What follows belongs to an exercise in optimizing a design on an open flow for small area and a short achievable clock period; a production flow would make more cautious choices. In this exercise RTL edits were held to simulation tests only and were not proved equivalent to the original. Power figures rest on the tool's default switching activity, not on a simulated workload.

## main
## vga_top
module vga_top(
	input ClkPort,
	input Reset,
	input BtnC,
	input BtnU,
	input BtnR,
	input BtnL,
	output hSync, vSync,
	output [3:0] vgaR, vgaG, vgaB,
	output An0, An1, An2, An3, An4, An5, An6, An7,
	output Ca, Cb, Cc, Cd, Ce, Cf, Cg, Dp,
	output QuadSpiFlashCS
	);
Size in the first run: about 5000 cells after synthesis, ~37 I/O pins, ~41000 um^2 of cells after synthesis.
clock: 30.0 ns
lec_check: 0
cap_margin: 20
core_margin: 2
core_utilization: 40
slew_margin: 20
standard.sh (not shown) runs the stock make flow with config.mk's settings and CLKGATE_MAP_FILE= SYNTH_SCRIPT=/design/flow/synth_recipe.tcl, a recipe that flattens the netlist after the stock synthesis.
==> flow/flow/run.sh <==
#!/bin/bash
# The standard layout, with plain buffers (sky130_fd_sc_hd__buf_2) on the
# ports instead of the delay cells ORFS's port buffering picks by default.
# Everything else is the standard flow's own flow (standard.sh) unchanged.
set -euo pipefail
export BUFFER_PORTS_ARGS="-buffer_cell sky130_fd_sc_hd__buf_2"
bash standard.sh "BUFFER_PORTS_ARGS=${BUFFER_PORTS_ARGS}" finish > standard_flow.log 2>&1
The inputs of the feature branch differ from those of main as listed below.
==> flow/run.sh (new file) <==
#!/bin/bash
# synth_recipe.tcl (not shown) runs the flow's synth.tcl, then flattens the netlist and writes it again
# the make line also repeats each setting of config.mk as NAME=value (left out here)
make -C /OpenROAD-flow-scripts/flow DESIGN_CONFIG=/design/flow/config.mk WORK_HOME=/design/flow/orfs CLKGATE_MAP_FILE= SYNTH_SCRIPT=/design/flow/synth_recipe.tcl finish
removed: flow/flow/run.sh
removed: flow/standard.sh
Notes after the runs:
- All of main and the feature branch finish clean.
- As of the feature branch, net load switching power had fallen slightly compared to main.
- From main to the feature branch the numbers moved as follows: time the worst path needs with I/O delays and setup has increased; placement-stage worst setup slack moved down; number of antenna violations at the first check in global routing increased 2.
- Per the comparison of the feature branch with main, count of clock-buffer cells in the layout picked up an extra 10%; least setup slack across all paths after layout now smaller.
- main → the feature branch: cell area was more or less identical; global-route wire length before repair went down by about 1.1%.
- Worst hold slack | the feature branch above main
- The feature branch: length of routed met2 wiring about 1% above main
- Lower global placer's final weighted congestion was reported by the feature branch, not main.


Another version of the RTL of vga_top (not shown whole).
Size in the first run: ~5100 cells after synthesis, roughly 420 flip-flops, roughly 37 I/O pins.
clock: 30.0 ns
lec_check: 0
cap_margin: 20
core_margin: 2
core_utilization: 40
slew_margin: 20
==> flow/flow/run.sh <==
#!/bin/bash
# The standard layout, with plain buffers (sky130_fd_sc_hd__buf_2) on the
# ports instead of the delay cells ORFS's port buffering picks by default.
# Everything else is the standard flow's own flow (standard.sh) unchanged.
set -euo pipefail
export BUFFER_PORTS_ARGS="-buffer_cell sky130_fd_sc_hd__buf_2"
bash standard.sh "BUFFER_PORTS_ARGS=${BUFFER_PORTS_ARGS}" finish > standard_flow.log 2>&1
==> next run, changes <==
--- a/flow/config.mk
+++ b/flow/config.mk
@@ -9,3 +9,3 @@
 export CORE_MARGIN = 2
-export CORE_UTILIZATION = 40
+export CORE_UTILIZATION = 60
 export SLEW_MARGIN = 20
After rerunning: The changed run completed without violations; synthesized area stays the same; design area is lower by 1.2%; wire length falls by 4.2%; critical path depth stays the same.
==> next run, changes <==
==> flow/run.sh (new file) <==
#!/bin/bash
# synth_recipe.tcl (not shown) runs the flow's synth.tcl, then flattens the netlist and writes it again
# the make line also repeats each setting of config.mk as NAME=value (left out here)
make -C /OpenROAD-flow-scripts/flow DESIGN_CONFIG=/design/flow/config.mk WORK_HOME=/design/flow/orfs CLKGATE_MAP_FILE= SYNTH_SCRIPT=/design/flow/synth_recipe.tcl finish
--- a/flow/config.mk
+++ b/flow/config.mk
@@ -9,3 +9,3 @@
 export CORE_MARGIN = 2
-export CORE_UTILIZATION = 60
+export CORE_UTILIZATION = 40
 export SLEW_MARGIN = 20
removed: flow/flow/run.sh
removed: flow/standard.sh
Count of clock-buffer cells in the layout came out lower by 4.
Via count hardly moves.
Non-clock buffer count does not change.
Total power came out lower by 3.2%.
Global-route usage came out lower by 11 points.
Sequential share of layout area came out lower by 0.27 points.
Fmax came out lower by 5.2%.
Worst setup slack gets worse by 0.41 ns.
Synthesized cell count stays the same.

-- separate check: timing with driven ports --
The results above use ideal ports. As a check the final layouts listed here were re-extracted and re-timed, cells and wires unchanged. Step 1 (the two cells are an assumption about what drives the block):
set clk [get_ports {ClkPort}]
set_driving_cell -lib_cell sky130_fd_sc_hd__clkbuf_16 $clk
set_driving_cell -lib_cell sky130_fd_sc_hd__buf_2 [delete_from_list [all_inputs] $clk]
Step 2, shift: input delay + t, output delay - t, t = (earliest + latest rising clock arrival at the registers) / 2. This alone moves slack from input paths to output paths. Three values: ideal, step 1, step 2; two values: the first two.
run	t, ns	setup WS [ns]	hold slack, ns	worst setup path at the end	worst data-port slew with drivers (ns)
main	0.688	21.931 / 21.931 / 21.822	0.440 / 0.440 / 0.440	input to register	0.04
the feature branch	0.682	21.876 / 21.876 / 21.799	0.446 / 0.446 / 0.446	input to register	0.04
the first run of note 2	0.683	22.540 / 22.542 / 21.897	0.437 / 0.437 / 0.437	input to register	0.03
the second run of note 2	0.673	22.537 / 22.577 / 21.904	0.435 / 0.435 / 0.435	input to register	0.04
the third run of note 2	0.705	22.129 / 22.060 / 22.282	0.432 / 0.432 / 0.432	input to register	0.04
After both steps setup and hold are still met in every run listed. For the first run of note 2, which loses most, drivers alone change the setup slack by +0.002 ns; drivers and shift together by -0.643 ns.
